Background: an optimization exercise with open tools, aiming at small area, a short achievable clock period and few clock cycles per item. Do not read the settings as production practice.
Where RTL was checked, it was by simulation tests only, not by an equivalence proof against the original.

==> flow/design.v <==
module division(input clk, input rst, input start, input [31:0] dividendo, divisor,
                output [31:0] cociente, residuo, output done);
reg [15:0] rem;       
reg [16:0] dv;        
reg [15:0] quo;       
reg        busy, done_r;
wire [16:0] dv0;
wire [15:0] mark;
wire        imm;
division_norm u_norm(.n_in(dividendo[15:0]), .d_in(divisor[15:0]),
                     .dv0(dv0), .mark(mark), .imm(imm));
wire        ge1, ge2;
wire [15:0] r1, r2;
division_step1 u_s1(.rem(rem), .dv(dv), .ge(ge1), .r(r1));
division_step2 u_s2(.rem(r1), .dv(dv[16:1]), .ge(ge2), .r(r2));
always @(posedge clk) begin
  done_r <= 1'b0;
  if (rst) begin
    busy <= 1'b0;
  end else if (!busy) begin
    if (start) begin
      if (imm)
        done_r <= 1'b1;
      else
        busy <= 1'b1;
    end
  end else if (quo[14]) begin
    busy   <= 1'b0;
    done_r <= 1'b1;
  end
end
always @(posedge clk) begin
  if (!busy) begin
    rem <= dividendo[15:0];
    dv  <= dv0;
    quo <= mark;
  end else begin
    rem <= r2;
    dv  <= {2'b0, dv[16:2]};
    quo <= {quo[13:0], ge1, ge2};
  end
end
assign cociente = {16'd0, quo[14:0], ge1};
assign residuo  = {17'd0, r1[14:0]};
assign done     = done_r;
endmodule
module division_norm(input [15:0] n_in, d_in, output reg [16:0] dv0,
                     output [15:0] mark, output imm);
wire [16:0] m2;
assign m2[0] = 1'b1;
genvar i, t;
generate for (i = 1; i < 17; i = i + 1) begin : g_m2
  assign m2[i] = |n_in[15:i-1];
end endgenerate
wire [9:0] tt;
assign tt[0] = 1'b1;
assign tt[9] = 1'b0;
generate for (t = 1; t < 9; t = t + 1) begin : g_tt
  wire [32:0] sd = {17'd0, d_in} << (2 * t);
  assign tt[t] = ~|(sd & ~{16'd0, m2});
end endgenerate
wire [8:0] sel = tt[8:0] & ~tt[9:1];
integer k;
always @* begin
  dv0 = 17'd0;
  for (k = 0; k < 9; k = k + 1)
    dv0 = dv0 | ({17{sel[k]}} & ({1'b0, d_in} << (2 * k)));
end
generate for (t = 0; t < 8; t = t + 1) begin : g_mark
  assign mark[15 - 2*t] = 1'b0;
  assign mark[14 - 2*t] = sel[t + 1];
end endgenerate
assign imm = sel[0];
endmodule
module division_step1(input [15:0] rem, input [16:0] dv, output ge, output [15:0] r);
assign ge = ~dv[16] && (rem >= dv[15:0]);
assign r  = ge ? rem - dv[15:0] : rem;
endmodule
module division_step2(input [15:0] rem, input [15:0] dv, output ge, output [15:0] r);
assign ge = rem >= dv;
assign r  = ge ? rem - dv : rem;
endmodule
clock: 10.0 ns
lec_check: 0
cap_margin: 20
core_margin: 2
core_utilization: 40
place_density: 0.6
setup_slack_margin: 4
slew_margin: 20
standard.sh (not shown) runs the stock make flow with config.mk's settings and CLKGATE_MAP_FILE= SYNTH_SCRIPT=/design/flow/synth_recipe.tcl, a recipe that flattens the netlist after the stock synthesis.
==> flow/flow/run.sh <==
#!/bin/bash
# The standard layout (standard.sh) with these changes to how it is made:
# - synthesis keeps the three combinational modules apart until ABC maps
#   them, and ABC maps each module with its own delay-targeted,
#   area-recovering script (flow/abc_*.script: normalisation 1500 ps, first
#   step 1200 ps, second step 1800 ps, top 2500 ps), without the adder cell
#   step; the netlist is then flattened as in the standard synthesis;
# - ports are buffered with the smallest buffer;
# - repair_timing aims at setup margin 4 ns.
# Each ORFS step keeps its own log under orfs/logs; make's output goes to standard.log.
set -euo pipefail
F=$(pwd)/flow
bash standard.sh SETUP_SLACK_MARGIN=4 "BUFFER_PORTS_ARGS=-buffer_cell sky130_fd_sc_hd__buf_1" ADDER_MAP_FILE= \
  SYNTH_SCRIPT=$F/synth_mod.tcl "SYNTH_KEEP_MODULES=division_norm division_step1 division_step2" \
  "ABC_MODULES=division division_norm division_step1 division_step2" \
  CUSTOM_ABC_SCRIPT=$F/abc_top.script ABC_SCRIPT_division_norm=$F/abc_norm.script \
  ABC_SCRIPT_division_step1=$F/abc_step1.script ABC_SCRIPT_division_step2=$F/abc_step2.script \
   finish > standard.log 2>&1
==> flow/flow/abc_norm.script <==
strash
dch
map -D 1500
topo
stime -c
buffer -c
upsize -c -D 1500
dnsize -c -D 1500
==> flow/flow/abc_step1.script <==
strash
dch
map -D 1200
topo
stime -c
buffer -c
upsize -c -D 1200
dnsize -c -D 1200
==> flow/flow/abc_step2.script <==
strash
dch
map -D 1800
topo
stime -c
buffer -c
upsize -c -D 1800
dnsize -c -D 1800
==> flow/flow/abc_top.script <==
strash
dch
map -D 2500
topo
stime -c
buffer -c
upsize -c -D 2500
dnsize -c -D 2500
==> flow/flow/synth_mod.tcl <==
# The standard flow's synthesis script (ORFS synthesis without the fsm and share passes,
# flattened, function nets renamed).  ABC maps each module of ABC_MODULES
# (the top and the combinational modules kept by SYNTH_KEEP_MODULES) with its
# own delay-targeted script: ABC_SCRIPT_<module> if set, else CUSTOM_ABC_SCRIPT.
proc synth {args} { yosys synth -nofsm -noshare {*}$args }
proc abc {args} {
  set i [lsearch -exact $args -script]
  foreach m $::env(ABC_MODULES) {
    set key ABC_SCRIPT_$m
    set s $::env(CUSTOM_ABC_SCRIPT)
    if { [info exists ::env($key)] } { set s $::env($key) }
    set a [lreplace $args [expr {$i + 1}] [expr {$i + 1}] $s]
    yosys abc {*}$a $m
  }
}
source $::env(SCRIPTS_DIR)/synth.tcl
# left out here: clear keep_hierarchy, flatten, clean up, hide names made inside functions, write 1_2_yosys.v
Then changed:
--- a/flow/design.v
+++ b/flow/design.v
@@ -6,8 +6,14 @@
 reg        busy, done_r;
 wire [16:0] dv0;
+wire [8:0]  sel;
+division_norm u_norm(.n_in(dividendo[15:0]), .d_in(divisor[15:0]),
+                     .dv0(dv0), .sel(sel));
+wire        imm = sel[0];
 wire [15:0] mark;
-wire        imm;
-division_norm u_norm(.n_in(dividendo[15:0]), .d_in(divisor[15:0]),
-                     .dv0(dv0), .mark(mark), .imm(imm));
+genvar t;
+generate for (t = 0; t < 8; t = t + 1) begin : g_mark
+  assign mark[15 - 2*t] = 1'b0;
+  assign mark[14 - 2*t] = sel[t + 1];
+end endgenerate
 wire        ge1, ge2;
 wire [15:0] r1, r2;
@@ -46,5 +52,5 @@
 endmodule
 module division_norm(input [15:0] n_in, d_in, output reg [16:0] dv0,
-                     output [15:0] mark, output imm);
+                     output [8:0] sel);
 wire [16:0] m2;
 assign m2[0] = 1'b1;
@@ -60,5 +66,5 @@
   assign tt[t] = ~|(sd & ~{16'd0, m2});
 end endgenerate
-wire [8:0] sel = tt[8:0] & ~tt[9:1];
+assign sel = tt[8:0] & ~tt[9:1];
 integer k;
 always @* begin
@@ -67,9 +73,4 @@
     dv0 = dv0 | ({17{sel[k]}} & ({1'b0, d_in} << (2 * k)));
 end
-generate for (t = 0; t < 8; t = t + 1) begin : g_mark
-  assign mark[15 - 2*t] = 1'b0;
-  assign mark[14 - 2*t] = sel[t + 1];
-end endgenerate
-assign imm = sel[0];
 endmodule
 module division_step1(input [15:0] rem, input [16:0] dv, output ge, output [15:0] r);
Result: Setup slack degrades by 60 ps; area after synthesis came out lower by 1.7%; clock-buffer cell count is unchanged; cell area came out lower by 0.47%.
Testbench counts after the change, summed over its fixed seeds: cycles 12,906, items 4,000.
Only the layout flow was run in the first run of this note; the RTL was not checked for function there.


== old ==
division, a different RTL version from the one above (not shown whole).
Size in the first run: about 730 cells after synthesis, ~53 flip-flops, about 4800 µm² of cells after synthesis.
==> module division, before the edit <==
module division(input clk, input rst, input start, input [31:0] dividendo, divisor,
                output [31:0] cociente, residuo, output done);
reg [15:0] rem;       
reg [16:0] dv;        
reg [15:0] quo;       
reg [2:0]  cnt;       
reg        busy, done_r;
function [4:0] lzc16(input [15:0] v);
  integer k;
  reg found;
  begin
    lzc16 = 5'd16;
    found = 1'b0;
    for (k = 15; k >= 0; k = k - 1)
      if (!found && v[k]) begin
        lzc16 = 5'd15 - k[4:0];
        found = 1'b1;
      end
  end
endfunction
wire [15:0] n_in = dividendo[15:0];
wire [15:0] d_in = divisor[15:0];
wire [4:0]  lzn  = lzc16(n_in);
wire [4:0]  lzd  = lzc16(d_in);
wire [5:0]  diff = {1'b0, lzd} - {1'b0, lzn};         
wire [4:0]  jr   = {1'b0, diff[3:0]} + 5'd1;
wire [3:0]  jh   = lzd[4] ? 4'd8 : (diff[5] ? 4'd0 : jr[4:1]);   
wire [16:0] dv0  = {1'b0, d_in} << {jh, 1'b0};
wire        ge1 = ~dv[16] && (rem >= dv[15:0]);
wire [15:0] r1  = ge1 ? rem - dv[15:0] : rem;
wire        ge2 = (r1 >= dv[16:1]);
wire [15:0] r2  = ge2 ? r1 - dv[16:1] : r1;
always @(posedge clk) begin
  done_r <= 1'b0;
  if (rst) begin
    busy <= 1'b0;
  end else if (!busy) begin
    if (start) begin
      if (jh == 4'd0)
        done_r <= 1'b1;
      else
        busy <= 1'b1;
    end
  end else if (cnt == 3'd0) begin
    busy   <= 1'b0;
    done_r <= 1'b1;
  end
end
always @(posedge clk) begin
  if (!busy) begin
    rem <= n_in;
    dv  <= dv0;
    quo <= 16'd0;
    cnt <= jh[2:0] - 3'd1;
  end else begin
    rem <= r2;
    dv  <= {2'b0, dv[16:2]};
    quo <= {quo[13:0], ge1, ge2};
    cnt <= cnt - 3'd1;
  end
end
assign cociente = {16'd0, quo[14:0], ge1};
assign residuo  = {17'd0, r1[14:0]};
assign done     = done_r;
endmodule
export LEC_CHECK = 0
export CAP_MARGIN = 20
export CORE_MARGIN = 2
export CORE_UTILIZATION = 40
export PLACE_DENSITY = 0.6
export SETUP_SLACK_MARGIN = 5
export SLEW_MARGIN = 20
create_clock -name core_clock -period 10.0 [get_ports {clk}]
==> flow/flow/run.sh <==
#!/bin/bash
# Standard layout with smaller port buffers and a tighter repair target.
bash standard.sh SETUP_SLACK_MARGIN=4 "BUFFER_PORTS_ARGS=-buffer_cell sky130_fd_sc_hd__buf_1" ABC_AREA=1 finish > standard.log 2>&1
Testbench counts of old, summed over its fixed seeds: cycles 12,906, items 4,000.
Here is what was changed in the inputs of new compared with old.
diff --git a/flow/design.v b/flow/design.v
--- a/flow/design.v
+++ b/flow/design.v
@@ -3,7 +3,6 @@
 reg [15:0] rem;       
 reg [16:0] dv;        
 reg [15:0] quo;       
-reg [2:0]  cnt;       
 reg        busy, done_r;
 function [4:0] lzc16(input [15:0] v);
   integer k;
@@ -26,6 +25,7 @@
 wire [4:0]  jr   = {1'b0, diff[3:0]} + 5'd1;
 wire [3:0]  jh   = lzd[4] ? 4'd8 : (diff[5] ? 4'd0 : jr[4:1]);   
 wire [16:0] dv0  = {1'b0, d_in} << {jh, 1'b0};
+wire [16:0] mark = 17'h10000 >> {jh, 1'b0};                               
 wire        ge1 = ~dv[16] && (rem >= dv[15:0]);
 wire [15:0] r1  = ge1 ? rem - dv[15:0] : rem;
 wire        ge2 = (r1 >= dv[16:1]);
@@ -41,7 +41,7 @@
       else
         busy <= 1'b1;
     end
-  end else if (cnt == 3'd0) begin
+  end else if (quo[14]) begin
     busy   <= 1'b0;
     done_r <= 1'b1;
   end
@@ -50,13 +50,11 @@
   if (!busy) begin
     rem <= n_in;
     dv  <= dv0;
-    quo <= 16'd0;
-    cnt <= jh[2:0] - 3'd1;
+    quo <= mark[15:0];
   end else begin
     rem <= r2;
     dv  <= {2'b0, dv[16:2]};
     quo <= {quo[13:0], ge1, ge2};
-    cnt <= cnt - 3'd1;
   end
 end
 assign cociente = {16'd0, quo[14:0], ge1};
- new improves on old in via count.
- Gate count after technology mapping sits lower in new than in old.
- Looking at slack of the critical path, new sits 0.050 ns lower than old does.
- Between new and old, fraction of standard cell area that is sequential is higher for old, new comes in under that.
- Global-route usage (higher): new
- Cmp new and old / flip-flop and latch count / lower: new
- new against old: post-place instance area decreased by 4.3% relative to the old numbers, share of the cycle needed by the critical path after routing increased by 0.50 points relative to the old numbers.
- In the flow results for new and old, the total of flip-flops plus latches after synthesis is smaller on new.
- Comparing new against old, there is no change at all in remaining routing DRC violations.
- new vs. old: post-synthesis share of cell area spent on full adders, half adders and majority gates essentially unchanged, area of the core has decreased.
Only the layout flow was run in new; the RTL was not checked for function there.


Another version of the RTL of division (not shown whole).
Size: roughly 570 cells after synthesis, about 55 flip-flops, ~130 I/O pins, about 0.0045 mm² of cells after synthesis.
==> module division, before the edit <==
module division(input clk, input rst, input start, input [31:0] dividendo, divisor,
                output [31:0] cociente, residuo, output done);
reg [15:0] rem;       
reg [15:0] dv;        
reg [15:0] quo;       
reg [3:0]  cnt;       
reg        busy, norm, done_r;
wire [15:0] mn;
genvar i;
generate for (i = 0; i < 16; i = i + 1) begin : g_mn
  assign mn[i] = |rem[15:i];
end endgenerate
wire [31:0] t8 = {16'd0, dv} << 8;
wire        c8 = (t8[31:16] == 16'd0) && ((t8[15:0] & ~mn) == 16'd0);
wire [15:0] d8 = c8 ? t8[15:0] : dv;
wire [31:0] t4 = {16'd0, d8} << 4;
wire        c4 = (t4[31:16] == 16'd0) && ((t4[15:0] & ~mn) == 16'd0);
wire [15:0] d4 = c4 ? t4[15:0] : d8;
wire [31:0] t2 = {16'd0, d4} << 2;
wire        c2 = (t2[31:16] == 16'd0) && ((t2[15:0] & ~mn) == 16'd0);
wire [15:0] d2 = c2 ? t2[15:0] : d4;
wire [31:0] t1 = {16'd0, d2} << 1;
wire        c1 = (t1[31:16] == 16'd0) && ((t1[15:0] & ~mn) == 16'd0);
wire [15:0] d1 = c1 ? t1[15:0] : d2;
wire [16:0] df = {1'b0, rem} - {1'b0, dv};
wire        q  = ~df[16];
always @(posedge clk) begin
  done_r <= 1'b0;
  if (rst) begin
    busy <= 1'b0;
    norm <= 1'b0;
  end else if (!busy) begin
    if (start) begin
      busy <= 1'b1;
      norm <= 1'b1;
    end
  end else if (norm) begin
    norm <= 1'b0;
  end else if (cnt == 4'd0) begin
    busy   <= 1'b0;
    done_r <= 1'b1;
  end
end
always @(posedge clk) begin
  if (!busy) begin
    rem <= dividendo[15:0];
    dv  <= divisor[15:0];
  end else if (norm) begin
    dv  <= d1;
  end else begin
    if (q) rem <= df[15:0];
    dv  <= {1'b0, dv[15:1]};
  end
  if (!busy || norm)
    quo <= 16'd0;
  else
    quo <= {quo[14:0], q};
  if (norm)
    cnt <= {c8, c4, c2, c1};
  else
    cnt <= cnt - 4'd1;
end
assign cociente = {16'd0, quo};
assign residuo  = {17'd0, rem[14:0]};
assign done     = done_r;
endmodule
==> flow/config.mk <==
export PLATFORM = sky130hd
export DESIGN_NAME = division
export DESIGN_NICKNAME = division
export VERILOG_FILES = /design/flow/design.v
export SDC_FILE = /design/flow/constraint.sdc
export NUM_CORES = 4
export LEC_CHECK = 0
export CAP_MARGIN = 20
export CORE_MARGIN = 2
export CORE_UTILIZATION = 40
export PLACE_DENSITY = 0.6
export SETUP_SLACK_MARGIN = 5
export SLEW_MARGIN = 20
==> flow/constraint.sdc <==
create_clock -name core_clock -period 10.0 [get_ports {clk}]
set_input_delay 2.0000 -clock core_clock [delete_from_list [all_inputs] [get_ports {clk}]]
set_output_delay 2.0000 -clock core_clock [all_outputs]
set_load 0.01 [all_outputs]
==> flow/flow/run.sh <==
#!/bin/bash
# Standard layout, with repair_timing aiming at a larger setup margin.
bash standard.sh SETUP_SLACK_MARGIN=7  finish > standard.log 2>&1
Then changed:
==> flow/design.v (replaced) <==
module division(input clk, input rst, input start, input [31:0] dividendo, divisor,
                output [31:0] cociente, residuo, output done);
reg [15:0] rem;       
reg [15:0] dv;        
reg [3:0]  cnt;       
reg [15:0] quo;       
reg        busy, norm, done_r;
function [4:0] lzc16(input [15:0] v);
  integer k;
  reg found;
  begin
    lzc16 = 5'd16;
    found = 1'b0;
    for (k = 15; k >= 0; k = k - 1)
      if (!found && v[k]) begin
        lzc16 = 5'd15 - k[4:0];
        found = 1'b1;
      end
  end
endfunction
wire [4:0]  lzn = lzc16(rem);
wire [4:0]  lzd = lzc16(dv);
wire [5:0]  jr  = {1'b0, lzd} - {1'b0, lzn};
wire [3:0]  j   = lzd[4] ? 4'd15 : (jr[5] ? 4'd0 : jr[3:0]);
wire [15:0] dn  = dv << j;
wire [16:0] df = {1'b0, rem} - {1'b0, dv};
wire        q  = ~df[16];
always @(posedge clk) begin
  done_r <= 1'b0;
  if (rst) begin
    busy <= 1'b0;
    norm <= 1'b0;
  end else if (!busy) begin
    if (start) begin
      busy <= 1'b1;
      norm <= 1'b1;
    end
  end else if (norm) begin
    norm <= 1'b0;
  end else if (cnt == 4'd0) begin
    busy   <= 1'b0;
    done_r <= 1'b1;
  end
end
always @(posedge clk) begin
  if (!busy) begin
    rem <= dividendo[15:0];
    dv  <= divisor[15:0];
  end else if (norm) begin
    dv  <= dn;
  end else begin
    if (q) rem <= df[15:0];
    dv  <= {1'b0, dv[15:1]};
  end
  if (!busy || norm)
    quo <= 16'd0;
  else
    quo <= {quo[14:0], q};
  if (norm)
    cnt <= j;
  else
    cnt <= cnt - 4'd1;
end
assign cociente = {16'd0, quo};
assign residuo  = {17'd0, rem[14:0]};
assign done     = done_r;
endmodule
After rerunning: Clock skew came out higher by 6.9 ps. Global-route usage came out lower by 4.7 points. Synthesized area came out lower by 7.1%. Synthesized cell count came out lower by 13%. Fmax came out higher by about 10%. Flip-flop and latch count is unchanged. Worst setup slack improves by 370 ps.
Function was not checked in any run of this note: the RTL went through the layout flow alone.

## re-timing with driven ports
In the flow no input, the clock included, has a driving cell. The finished layouts below were timed again as built, in two steps. Step 1: set_driving_cell puts a clkbuf_16 on clk and a buf_2 on each other input, an assumption about the parent block. Step 2 moves the port delays by t, midway between the first and last clock arrival at a register: inputs arrive t later, outputs are due t later. That takes back most of the time a late clock gives input paths. a / b / c = ideal / step 1 / step 2; a / b = the first two.
run	t (ns)	setup slack, ns	worst register clock-pin slew, ns	worst slew at a driven data input, ns	cell pins on the clock port's net
the first run of note 1	0.332	5.169 / 5.130 / 5.331	0.07 / 0.07	0.04	1
the second run of note 1	0.332	5.109 / 5.071 / 5.231	0.07 / 0.07	0.03	1
old	0.329	4.416 / 4.421 / 4.092	0.07 / 0.07	0.05	1
new	0.330	4.366 / 4.375 / 4.046	0.07 / 0.07	0.03	1
the first run of note 3	0.341	5.995 / 5.995 / 5.995	0.08 / 0.08	0.04	1
the second run of note 3	0.362	6.361 / 6.361 / 6.361	0.12 / 0.12	0.04	1
After both steps every run listed still meets setup and hold. For old, which loses most, drivers alone change the setup slack by +0.005 ns; drivers and shift together by -0.324 ns.
